What follows belongs to an exercise in optimizing a design on an open flow for small area, a short achievable clock period and few clock cycles; a production flow would make more cautious choices.
The RTL was checked by simulation tests, not by an equivalence proof against the original design.
Power is estimated from default activity; no workload was simulated.

==> flow/design.v (excerpt) <==
module PriorityQueue (
  input         clock,
  input         reset,
  output        io_head_valid,
  output        io_head_none,
  output [7:0]  io_head_prio_cycle,
  output [3:0]  io_head_prio_superCycle,
  output [5:0]  io_head_refID,
  input         io_cmd_valid,
  input         io_cmd_op,
  input  [7:0]  io_cmd_prio_cycle,
  input  [3:0]  io_cmd_prio_superCycle,
  input  [5:0]  io_cmd_refID,
  output        io_cmd_done,
  output        io_cmd_result,
  output [7:0]  io_cmd_rm_prio_cycle,
  output [3:0]  io_cmd_rm_prio_superCycle
);
Size in the first run: about 56 I/O pins.
==> flow/config.mk <==
export PLATFORM = sky130hd
export DESIGN_NAME = PriorityQueue
export DESIGN_NICKNAME = PriorityQueue
export VERILOG_FILES = /design/flow/design.v
export SDC_FILE = /design/flow/constraint.sdc
export NUM_CORES = 4
export LEC_CHECK = 0
export CAP_MARGIN = 20
export CORE_MARGIN = 2
export CORE_UTILIZATION = 45
export CTS_BUF_LIST = sky130_fd_sc_hd__clkbuf_8
export SLEW_MARGIN = 20
export SYNTH_HIERARCHICAL = 1
export TNS_END_PERCENT = 0
==> flow/constraint.sdc <==
create_clock -name core_clock -period 12.0 [get_ports {clock}]
set_input_delay 2.4000 -clock core_clock [delete_from_list [all_inputs] [get_ports {clock}]]
set_output_delay 2.4000 -clock core_clock [all_outputs]
set_load 0.01 [all_outputs]
standard.sh (not shown) runs the stock make flow with config.mk's settings and CLKGATE_MAP_FILE= SYNTH_SCRIPT=/design/flow/synth_recipe.tcl, a recipe that flattens the netlist after the stock synthesis.
==> flow/flow/run.sh <==
#!/bin/bash
set -euo pipefail
MARGIN=$(cat flow/margin.txt)
bash standard.sh SETUP_SLACK_MARGIN=$MARGIN \
  "BUFFER_PORTS_ARGS=-buffer_cell sky130_fd_sc_hd__buf_4" finish > flow_make.log 2>&1
==> flow/flow/margin.txt <==
8.0
Testbench counts at the start, summed over its fixed seeds: cycles 3,200.
Edit:
==> flow/flow/margin.txt (replaced) <==
8.4
Outcome: Fmax grows by about 7%; hold slack is about the same; cell count grows by about 0.5%.
Edit:
PLACE_DENSITY = 0.75   (was default)
After rerunning: Final cell count came out lower by about 0.5%; global-route usage came out lower by 1.7 points; synthesized area stays the same; sequential share of layout area increases by 0.17 points; hold slack got worse by 3.1 ps; setup slack hardly moves; design area went down by about 0.6%; clock power decreases by 10%; core utilization fell by 0.31 points; total power went down by 2.1%.
Edit:
==> flow/flow/margin.txt (replaced) <==
8.8
PLACE_DENSITY = default   (was 0.75)
Result: The changed run passed the timing, DRC and antenna checks; clock-buffer cell count grows by 20; area after synthesis stays the same; worst hold slack improves by 3.1 ps; via count shrinks slightly.
Edit:
PLACE_DENSITY = 0.75   (was default)
=>
- The changed run ran to the end with no violations
- wire length went down by about 5.5%
- area after synthesis stays the same
- final cell count drops by about 0.5%
- worst setup slack barely changes
- maximum frequency barely changes
- cell area is lower by about 0.6%
- die area does not change
Edit:
==> flow/flow/margin.txt (replaced) <==
8.4
CTS_BUF_LIST = default   (was sky130_fd_sc_hd__clkbuf_8)
PLACE_DENSITY = default   (was 0.75)
The new run passed the timing, DRC and antenna checks.
Global-route usage rose by 3.9 points.
Area after synthesis is unchanged.
Routed wire length rose by 8.4%.
Design area rose by 2.1%.
Critical path depth rose by 6.
Sequential cell count stays the same.
Setup slack got worse by 27 ps.
Non-clock buffer count rose by 20.
Via count fell by 0.99%.
Core utilization rose by 1.1 points.
Fmax fell by 0.69%.

---

PriorityQueue, a different RTL version from the one above (not shown whole).
Size: about 4800 cells after synthesis, about 720 flip-flops, ~56 I/O pins, ~43000 µm² of cells after synthesis.
clock: 12.0 ns
lec_check: 0
cap_margin: 20
core_margin: 2
core_utilization: 30
cts_buf_list: sky130_fd_sc_hd__clkbuf_8
slew_margin: 20
synth_hierarchical: 1
tns_end_percent: 0
==> flow/flow/run.sh <==
#!/bin/bash
set -euo pipefail
MARGIN=$(cat flow/margin.txt)
bash standard.sh SETUP_SLACK_MARGIN=$MARGIN finish > flow_make.log 2>&1
==> flow/flow/margin.txt <==
8.3
Testbench counts at the start, summed over its fixed seeds: cycles 3,200.
Next try:
Settings changed: CTS_BUF_LIST sky130_fd_sc_hd__clkbuf_8 to default, TNS_END_PERCENT 0 to default.
Wire length rose by 3.1%.
Design area rose by 5.6%.
Global-route usage rises by 2.1 points.
Register-to-register slack is better by 0.13 ns.

---

PriorityQueue, a different RTL version from the one above (not shown whole).
Size: roughly 4,800 cells after synthesis, ~720 flip-flops, ~56 I/O pins.
clock: 12.0 ns
lec_check: 0
cap_margin: 20
core_margin: 2
core_utilization: 45
cts_buf_list: sky130_fd_sc_hd__clkbuf_16
cts_cluster_diameter: 60
cts_cluster_size: 16
slew_margin: 20
synth_hierarchical: 1
tns_end_percent: 0
==> flow/flow/run.sh <==
#!/bin/bash
set -euo pipefail
MARGIN=$(cat flow/margin.txt)
bash standard.sh SETUP_SLACK_MARGIN=$MARGIN \
  "BUFFER_PORTS_ARGS=-buffer_cell sky130_fd_sc_hd__buf_4" finish > flow_make.log 2>&1
==> flow/flow/margin.txt <==
8.4
Testbench counts at the start, summed over its fixed seeds: cycles 3,200.
Rerun with:
Settings changed: CTS_BUF_LIST sky130_fd_sc_hd__clkbuf_16 to sky130_fd_sc_hd__clkbuf_8, CTS_CLUSTER_DIAMETER 60 to default, CTS_CLUSTER_SIZE 16 to default.
The changed run went through all stages and came out clean.
Non-clock buffer count shrinks by 41.
Clock skew grows by 15 ps.
First-iteration DRC count shrinks by 7.2%.
Synthesized cell count stays the same.
Power shrinks by 2.0%.

---

Another version of the RTL of PriorityQueue (not shown whole).
Size in the first run: ~4500 cells after synthesis, about 620 flip-flops, roughly 56 I/O pins, ~0.040 mm2 of cells after synthesis.
==> flow/config.mk <==
export PLATFORM = sky130hd
export DESIGN_NAME = PriorityQueue
export DESIGN_NICKNAME = PriorityQueue
export VERILOG_FILES = /design/flow/design.v
export SDC_FILE = /design/flow/constraint.sdc
export NUM_CORES = 4
export LEC_CHECK = 0
export CAP_MARGIN = 20
export CORE_MARGIN = 2
export CORE_UTILIZATION = 30
export SLEW_MARGIN = 20
export SYNTH_HIERARCHICAL = 1
==> flow/constraint.sdc <==
create_clock -name core_clock -period 12.0 [get_ports {clock}]
set_input_delay 2.4000 -clock core_clock [delete_from_list [all_inputs] [get_ports {clock}]]
set_output_delay 2.4000 -clock core_clock [all_outputs]
set_load 0.01 [all_outputs]
==> flow/flow/run.sh <==
#!/bin/bash
set -euo pipefail
MARGIN=$(cat flow/margin.txt)
bash standard.sh SETUP_SLACK_MARGIN=$MARGIN finish > flow_make.log 2>&1
==> flow/flow/margin.txt <==
8.0
Testbench counts at the start, summed over its fixed seeds: cycles 3,200.
Then changed:
==> flow/flow/margin.txt (replaced) <==
8.4
Result: Global-route usage barely changes. Routed wire length is higher by 0.40%. Utilization is lower by 0.84 points. Sequential power is lower by about 3%. Count of clock-buffer cells in the layout is higher by 9. Final area is lower by 2.0%. Via count is lower by about 1.3%. Power is lower by about 2.5%. Fmax is lower by 2.1%. Setup slack loses 0.096 ns. First-iteration DRC count is lower by 11%.

---

RTL: one of the versions met above, not the one the previous note started from.
Size in the first run: about 720 flip-flops, about 56 I/O pins, roughly 43000 sq um of cells after synthesis.
Settings: LEC_CHECK=0, CAP_MARGIN=20, CORE_MARGIN=2, CORE_UTILIZATION=55, CTS_BUF_LIST=sky130_fd_sc_hd__clkbuf_8, SLEW_MARGIN=20, SYNTH_HIERARCHICAL=1, TNS_END_PERCENT=0; clock period 12.0 ns.
==> flow/flow/margin.txt <==
8.3
Scripts as last shown in full above: flow/flow/run.sh
Testbench counts at the start, summed over its fixed seeds: cycles 3,200.
Rerun with:
- CORE_UTILIZATION: 55 -> 45
Die area is higher by about 22%.
Cell area is about the same.
Clock-buffer cell count is higher by 2.
Total power barely changes.
Clock skew climbs by 13 ps.
Clock power went up by about 2%.

==> static timing again, ports no longer ideal <==
The flow's constraints put no driver on any port. The routed layouts listed below were extracted and timed again, unchanged, in two steps.
Step 1 sets driving cells, clkbuf_16 on the clock port and buf_2 on the other inputs (assumed; they add their load-dependent delay and slew).
Step 2 times the ports against the registers' clock, not the clock port: input delays grow and output delays shrink by t, the midpoint of the rising clock arrivals with the driver on.
Three values: no drivers, after step 1, after step 2; two values: the first two.
run	t (ns)	slack for setup (ns)	worst setup path after step 2	latest minus earliest clock arrival (ns)
the first run of note 1	0.907	7.882 / 7.905 / 7.019	input to register	0.059 / 0.059
the second run of note 1	0.907	8.156 / 8.165 / 7.258	input to register	0.059 / 0.060
the third run of note 1	0.859	8.158 / 8.171 / 7.316	input to register	0.052 / 0.052
the fourth run of note 1	0.907	8.156 / 8.165 / 7.258	input to register	0.059 / 0.060
the fifth run of note 1	0.859	8.158 / 8.171 / 7.316	input to register	0.052 / 0.052
the sixth run of note 1	0.745	8.131 / 8.035 / 7.290	input to register	0.040 / 0.040
the first run of note 2	0.907	8.104 / 8.025 / 7.117	input to register	0.057 / 0.057
the second run of note 2	0.774	8.115 / 7.975 / 7.201	input to register	0.034 / 0.034
the first run of note 3	0.750	8.049 / 7.880 / 7.130	input to register	0.047 / 0.046
the second run of note 3	0.931	8.126 / 8.109 / 7.192	input to register	0.063 / 0.063
the first run of note 4	0.750	7.450 / 7.108 / 6.358	input to register	0.040 / 0.039
the second run of note 4	0.750	7.354 / 7.092 / 6.342	input to register	0.031 / 0.031
the first run of note 5	0.889	8.129 / 8.121 / 7.266	input to register	0.039 / 0.039
the second run of note 5	0.922	8.131 / 8.122 / 7.238	input to register	0.051 / 0.051
After both steps every run listed still meets setup and hold. For the first run of note 4, which loses most, drivers alone change the setup slack by -0.342 ns; drivers and shift together by -1.092 ns.
